Source: an optimization exercise on an open RTL-to-GDS flow (aim: small area, a short achievable clock period and few clock cycles). Production flows keep margins and buffers that such runs may drop.
Where RTL was checked, it was by simulation tests only, not by an equivalence proof against the original.

// RISC_SPM
module RISC_SPM (clk, rst, mem_rdata, mem_addr, mem_wdata, mem_we, halted);
For scale: roughly 700 cells after synthesis, roughly 64 flip-flops, roughly 28 I/O pins, about 0.0049 mm^2 of cells after synthesis.
==> flow/config.mk <==
export PLATFORM = sky130hd
export DESIGN_NAME = RISC_SPM
export DESIGN_NICKNAME = RISC_SPM
export VERILOG_FILES = /design/flow/design.v
export SDC_FILE = /design/flow/constraint.sdc
export NUM_CORES = 4
export LEC_CHECK = 0
export ABC_AREA = 1
export CAP_MARGIN = 20
export CORE_MARGIN = 2
export CORE_UTILIZATION = 75
export CTS_BUF_LIST = sky130_fd_sc_hd__clkbuf_8
export CTS_CLUSTER_DIAMETER = 300
export CTS_CLUSTER_SIZE = 32
export SETUP_SLACK_MARGIN = 2.2
export SLEW_MARGIN = 20
==> flow/constraint.sdc <==
create_clock -name core_clock -period 5.0 [get_ports {clk}]
set_input_delay 1.0000 -clock core_clock [delete_from_list [all_inputs] [get_ports {clk}]]
set_output_delay 1.0000 -clock core_clock [all_outputs]
set_load 0.01 [all_outputs]
standard.sh (not shown) runs the stock make flow with config.mk's settings and CLKGATE_MAP_FILE= SYNTH_SCRIPT=/design/flow/synth_recipe.tcl, a recipe that flattens the netlist after the stock synthesis.
==> flow/flow/run.sh <==
#!/bin/bash
# The standard layout (standard.sh) with two changes:
#  - the port buffers are buf_2 cells instead of the delay cell the resizer
#    picks by default (every port still gets its buffer);
#  - Yosys's abc step runs with flow/abc.script (or yosys's own default abc
#    script if the file says "default") instead of ORFS's script.
# Everything else, registers included, is ORFS's standard synthesis and flow.
set -euo pipefail
here=$(pwd)
export BUFFER_PORTS_ARGS="-buffer_cell sky130_fd_sc_hd__buf_2"
if [[ -f flow/abc.script ]]; then
  if grep -qx default flow/abc.script; then sc=default; else sc=$here/flow/abc.script; fi
  python3 - synth_recipe.tcl "$sc" <<'PY'
import sys
f, sc = sys.argv[1], sys.argv[2]
first, rest = open(f).read().split('\n', 1)
ov = """proc abc {args} {
  set i [lsearch -exact $args -script]
  if {$i >= 0} { set args [lreplace $args $i [expr {$i+1}]] }
  if {"%s" ne "default"} { set args [linsert $args 0 -script %s] }
  puts "abc override: $args"
  yosys abc {*}$args
}""" % (sc, sc)
open(f, 'w').write(first + '\n' + ov + '\n' + rest)
PY
fi
bash standard.sh finish > standard.log 2>&1
The baseline completed with no timing, DRC or antenna violations.
Testbench counts at the start, summed over its fixed seeds: cycles 39,150.
Rerun with:
==> flow/flow/run.sh (replaced) <==
#!/bin/bash
# The standard layout, with the port buffers made from buf_2 instead of the
# delay cell the resizer picks by default.
set -euo pipefail
export BUFFER_PORTS_ARGS="-buffer_cell sky130_fd_sc_hd__buf_2"
bash standard.sh finish > standard.log 2>&1
--- a/flow/config.mk
+++ b/flow/config.mk
@@ -10,7 +10,4 @@
 export CORE_MARGIN = 2
-export CORE_UTILIZATION = 75
-export CTS_BUF_LIST = sky130_fd_sc_hd__clkbuf_8
-export CTS_CLUSTER_DIAMETER = 300
-export CTS_CLUSTER_SIZE = 32
-export SETUP_SLACK_MARGIN = 2.2
+export CORE_UTILIZATION = 40
+export SETUP_SLACK_MARGIN = 2.3
 export SLEW_MARGIN = 20
=> Via count came out lower by a few percent. Area after synthesis does not change. Count of clock-buffer cells in the layout fell by 1. Register-to-register slack stays flat. Cell count came out higher by roughly a tenth. Wire length went up by a few percent. Die area went up by well over a third. Critical path depth climbs by 2.
Rerun with:
==> flow/flow/run.sh (replaced) <==
#!/bin/bash
# The standard layout (standard.sh) with two changes:
#  - the port buffers are buf_2 cells instead of the delay cell the resizer
#    picks by default (every port still gets its buffer);
#  - Yosys's abc step runs with flow/abc.script (or yosys's own default abc
#    script if the file says "default") instead of ORFS's script.
# Everything else, registers included, is ORFS's standard synthesis and flow.
set -euo pipefail
here=$(pwd)
export BUFFER_PORTS_ARGS="-buffer_cell sky130_fd_sc_hd__buf_2"
if [[ -f flow/abc.script ]]; then
  if grep -qx default flow/abc.script; then sc=default; else sc=$here/flow/abc.script; fi
  python3 - synth_recipe.tcl "$sc" <<'PY'
import sys
f, sc = sys.argv[1], sys.argv[2]
first, rest = open(f).read().split('\n', 1)
ov = """proc abc {args} {
  set i [lsearch -exact $args -script]
  if {$i >= 0} { set args [lreplace $args $i [expr {$i+1}]] }
  if {"%s" ne "default"} { set args [linsert $args 0 -script %s] }
  puts "abc override: $args"
  yosys abc {*}$args
}""" % (sc, sc)
open(f, 'w').write(first + '\n' + ov + '\n' + rest)
PY
fi
bash standard.sh finish > standard.log 2>&1
--- a/flow/config.mk
+++ b/flow/config.mk
@@ -10,4 +10,5 @@
 export CORE_MARGIN = 2
-export CORE_UTILIZATION = 40
-export SETUP_SLACK_MARGIN = 2.3
+export CORE_UTILIZATION = 60
+export PLACE_DENSITY = 0.9
+export SETUP_SLACK_MARGIN = 2.2
 export SLEW_MARGIN = 20
Area after synthesis stays the same.
Global-route usage goes up by 10 points.
First-iteration DRC count goes up by well over a third.
Worst hold slack stays flat.


## main
Starting RTL as in the previous note.
clock: 5.0 ns
lec_check: 0
abc_area: 1
cap_margin: 20
core_margin: 2
core_utilization: 75
place_density: 0.85
setup_slack_margin: 2.2
slew_margin: 20
==> flow/flow/run.sh <==
#!/bin/bash
# The standard layout (standard.sh) with two changes:
#  - the port buffers are buf_2 cells instead of the delay cell the resizer
#    picks by default (every port still gets its buffer);
#  - Yosys's abc step runs with flow/abc.script (or yosys's own default abc
#    script if the file says "default") instead of ORFS's script.
# Everything else, registers included, is ORFS's standard synthesis and flow.
set -euo pipefail
here=$(pwd)
export BUFFER_PORTS_ARGS="-buffer_cell sky130_fd_sc_hd__buf_2"
if [[ -f flow/abc.script ]]; then
  if grep -qx default flow/abc.script; then sc=default; else sc=$here/flow/abc.script; fi
  python3 - synth_recipe.tcl "$sc" <<'PY'
import sys
f, sc = sys.argv[1], sys.argv[2]
first, rest = open(f).read().split('\n', 1)
ov = """proc abc {args} {
  set i [lsearch -exact $args -script]
  if {$i >= 0} { set args [lreplace $args $i [expr {$i+1}]] }
  if {"%s" ne "default"} { set args [linsert $args 0 -script %s] }
  puts "abc override: $args"
  yosys abc {*}$args
}""" % (sc, sc)
open(f, 'w').write(first + '\n' + ov + '\n' + rest)
PY
fi
bash standard.sh finish > standard.log 2>&1
main did not stop at any stage, and its layout met the timing, DRC and antenna checks.
Testbench counts of main, summed over its fixed seeds: cycles 39,150.
Changes in the feature branch relative to main:
Settings: SETUP_SLACK_MARGIN now 2.1, was 2.2; PLACE_DENSITY no longer set, was 0.85.
## What came out
- Relative to main, critical path depth has gone up in the feature branch.
- Diff main -> the feature branch: post-route standard cell area excluding fillers lost about 0.7%, register-to-register slack lost 70 ps, routed wire length lost about 1.2%, number of standard cells in the layout, taps in and fillers out lost 3.
- Utilization after layout: higher on main


== old ==
The RTL this note starts from:
==> flow/design.v <==
module RISC_SPM (clk, rst, mem_rdata, mem_addr, mem_wdata, mem_we, halted);
  input        clk, rst;
  input  [7:0] mem_rdata;
  output [7:0] mem_addr, mem_wdata;
  output       mem_we;
  output       halted;
  reg [7:0] R0, R1, R2, R3;
  reg [7:0] PC, MA;
  reg [2:0] iop;          
  reg [3:0] srcv, dstv;   
  reg       sA, sB, sD;   
  reg       Z;
  reg       halted;
  wire i_add = (iop == 3'd1);
  wire i_sub = (iop == 3'd2);
  wire i_and = (iop == 3'd3);
  wire i_not = (iop == 3'd4);
  wire ex    = i_add | i_sub | i_and | i_not;
  wire [7:0] opA = {8{dstv[0]}} & R0 | {8{dstv[1]}} & R1 | {8{dstv[2]}} & R2 | {8{dstv[3]}} & R3;
  wire [7:0] opB = {8{srcv[0]}} & R0 | {8{srcv[1]}} & R1 | {8{srcv[2]}} & R2 | {8{srcv[3]}} & R3;
  wire [7:0] bx = opB ^ {8{i_sub}};
  wire [7:0] p0 = opA ^ bx;
  wire [7:0] g0 = opA & bx;
  wire [8:0] G0 = {g0, i_sub}, P0 = {p0, 1'b0};
  wire [8:0] G1, P1, G2, P2, G3;
  genvar k;
  generate
    for (k = 0; k < 9; k = k + 1) begin : ks
      if (k >= 1) begin : a1
        assign G1[k] = G0[k] | P0[k] & G0[k-1]; assign P1[k] = P0[k] & P0[k-1];
      end else begin : b1
        assign G1[k] = G0[k]; assign P1[k] = P0[k];
      end
      if (k >= 2) begin : a2
        assign G2[k] = G1[k] | P1[k] & G1[k-2]; assign P2[k] = P1[k] & P1[k-2];
      end else begin : b2
        assign G2[k] = G1[k]; assign P2[k] = P1[k];
      end
      if (k >= 4) begin : a3
        assign G3[k] = G2[k] | P2[k] & G2[k-4];
      end else begin : b3
        assign G3[k] = G2[k];
      end
    end
  endgenerate
  wire [7:0] sum = p0 ^ G3[7:0];
  reg [7:0] alu;
  always @* begin
    case (iop)
      3'd1, 3'd2: alu = sum;
      3'd3:       alu = opA & opB;
      default:    alu = ~opB;
    endcase
  end
  wire [7:0] axb  = opA ^ opB;
  wire [7:0] aob  = opA | opB;
  wire       zadd = ~|(axb ^ {aob[6:0], 1'b0});
  wire       zsub = ~|axb;
  wire       zand = ~|(opA & opB);
  wire       znot = &opB;
  reg        zt;
  always @* begin
    case (iop)
      3'd1:    zt = zadd;
      3'd2:    zt = zsub;
      3'd3:    zt = zand;
      default: zt = znot;
    endcase
  end
  wire fF = ~sA & ~sD & ~halted & (~sB | ~Z);
  wire bT = sB & Z;                                        
  wire [3:0] fo     = mem_rdata[7:4];
  wire       f_two  = ~fo[3] & fo[2] & (fo[1] | fo[0]);    
  wire       f_brz  = (fo == 4'd8);
  wire       f_halt = fo[3] & (|fo[2:0]);
  wire d_rd = sD & (iop == 3'd5);
  wire d_wr = sD & (iop == 3'd6);
  wire d_br = sD & ~iop[2] | sD & iop[1] & iop[0];       
  wire [6:0] hi1 = PC[7:1] + 7'd1;
  wire [7:0] PC1 = {PC[0] ? hi1 : PC[7:1], ~PC[0]};
  wire [7:0] PC2 = {hi1, PC[0]};
  wire [3:0] wa = {4{ex}} & dstv;
  wire [3:0] wr = {4{d_rd}} & dstv;
  always @(posedge clk or negedge rst)
    if (!rst) begin
      R0 <= 8'd0; R1 <= 8'd0; R2 <= 8'd0; R3 <= 8'd0;
    end else begin
      R0 <= wa[0] ? alu : wr[0] ? mem_rdata : R0;
      R1 <= wa[1] ? alu : wr[1] ? mem_rdata : R1;
      R2 <= wa[2] ? alu : wr[2] ? mem_rdata : R2;
      R3 <= wa[3] ? alu : wr[3] ? mem_rdata : R3;
    end
  always @(posedge clk or negedge rst)
    if (!rst) Z <= 1'b0;
    else if (ex) Z <= zt;
  always @(posedge clk)
    if (fF) begin
      srcv <= 4'b1 << mem_rdata[3:2];
      dstv <= 4'b1 << mem_rdata[1:0];
    end
  always @(posedge clk or negedge rst)
    if (!rst) begin
      PC <= 8'd0; MA <= 8'd0; iop <= 3'd0;
      sA <= 1'b0; sB <= 1'b0; sD <= 1'b0; halted <= 1'b0;
    end else if (fF) begin
      iop  <= fo[2:0] & {3{~fo[3]}};    
      halted <= f_halt;
      MA <= PC1;
      PC <= f_brz ? PC2 : PC1;
      sA <= f_two;
      sB <= f_brz;
    end else if (sA | bT) begin
      MA <= mem_rdata; sA <= 1'b0; sB <= 1'b0; sD <= 1'b1;
      if (sA) PC <= PC1;
    end else if (sD) begin
      sD <= 1'b0;
      if (d_br) begin MA <= mem_rdata; PC <= mem_rdata; end
      else MA <= PC;
    end
  assign mem_addr  = (sB & ~Z) ? PC : MA;
  assign mem_wdata = opB;
  assign mem_we    = d_wr;
endmodule
Settings: LEC_CHECK=0, ABC_AREA=1, CAP_MARGIN=20, CORE_MARGIN=2, CORE_UTILIZATION=75, CTS_BUF_LIST=sky130_fd_sc_hd__clkbuf_4, SETUP_SLACK_MARGIN=2.2, SLEW_MARGIN=20; clock period 5.0 ns.
==> flow/flow/run.sh <==
#!/bin/bash
# The standard layout (standard.sh) with two changes:
#  - the port buffers are buf_2 cells instead of the delay cell the resizer
#    picks by default (every port still gets its buffer);
#  - Yosys's abc step runs with flow/abc.script (or yosys's own default abc
#    script if the file says "default") instead of ORFS's script.
# Everything else, registers included, is ORFS's standard synthesis and flow.
set -euo pipefail
here=$(pwd)
export BUFFER_PORTS_ARGS="-buffer_cell sky130_fd_sc_hd__buf_2"
export RECOVER_POWER=50
if [[ -f flow/abc.script ]]; then
  if grep -qx default flow/abc.script; then sc=default; else sc=$here/flow/abc.script; fi
  python3 - synth_recipe.tcl "$sc" <<'PY'
import sys
f, sc = sys.argv[1], sys.argv[2]
first, rest = open(f).read().split('\n', 1)
ov = """proc abc {args} {
  set i [lsearch -exact $args -script]
  if {$i >= 0} { set args [lreplace $args $i [expr {$i+1}]] }
  if {"%s" ne "default"} { set args [linsert $args 0 -script %s] }
  puts "abc override: $args"
  yosys abc {*}$args
}""" % (sc, sc)
open(f, 'w').write(first + '\n' + ov + '\n' + rest)
PY
fi
bash standard.sh finish > standard.log 2>&1
Changes in new relative to old:
--- a/flow/flow/run.sh
+++ b/flow/flow/run.sh
@@ -10,3 +10,2 @@
 export BUFFER_PORTS_ARGS="-buffer_cell sky130_fd_sc_hd__buf_2"
-export RECOVER_POWER=50
 if [[ -f flow/abc.script ]]; then
==> comparison <==
- Looking at end point of the critical path, the mem_wdata[2] result is from new; the PC[0] one comes from old.
- The layout overhead on the synthesized area in new sits 0.69 points above the value recorded for old.
- | register-to-register slack | new vs old | better |
- new against old: per-cell routed wire length was more or less identical.
- new has more setup slack than old.
- Wire length essentially unchanged between old and new.
No run of this note included a check of the RTL's function; only the layout flow was run.

static timing again, ports no longer ideal:
The flow's constraints put no driver on any port. The routed layouts listed below were extracted and timed again, unchanged, in two steps. Step 1 sets driving cells, clkbuf_16 on the clock port and buf_2 on the other inputs (assumed; they add their load-dependent delay and slew). Step 2 also shifts input and output timing later by t, the mid clock arrival at the registers, as if the neighbouring blocks saw the same clock. a / b / c = ideal ports / drivers / drivers and shift; a / b = the first two.
run | t, ns | slack for setup (ns) | worst setup path at the end
the first run of note 1 | 0.387 | 2.301 / 2.270 / 2.302 | input to register
the second run of note 1 | 0.368 | 2.302 / 2.261 / 2.285 | input to register
the third run of note 1 | 0.384 | 2.272 / 2.256 / 2.272 | register to register
main | 0.387 | 2.301 / 2.270 / 2.302 | input to register
the feature branch | 0.387 | 2.233 / 2.202 / 2.263 | input to register
old | 0.455 | 1.605 / 1.605 / 1.605 | register to register
new | 0.450 | 2.243 / 2.213 / 2.331 | register to register
After both steps setup and hold are still met in every run listed. The setup slack of the second run of note 1, which loses most, moves by -0.041 ns with the drivers and by -0.017 ns with both steps.
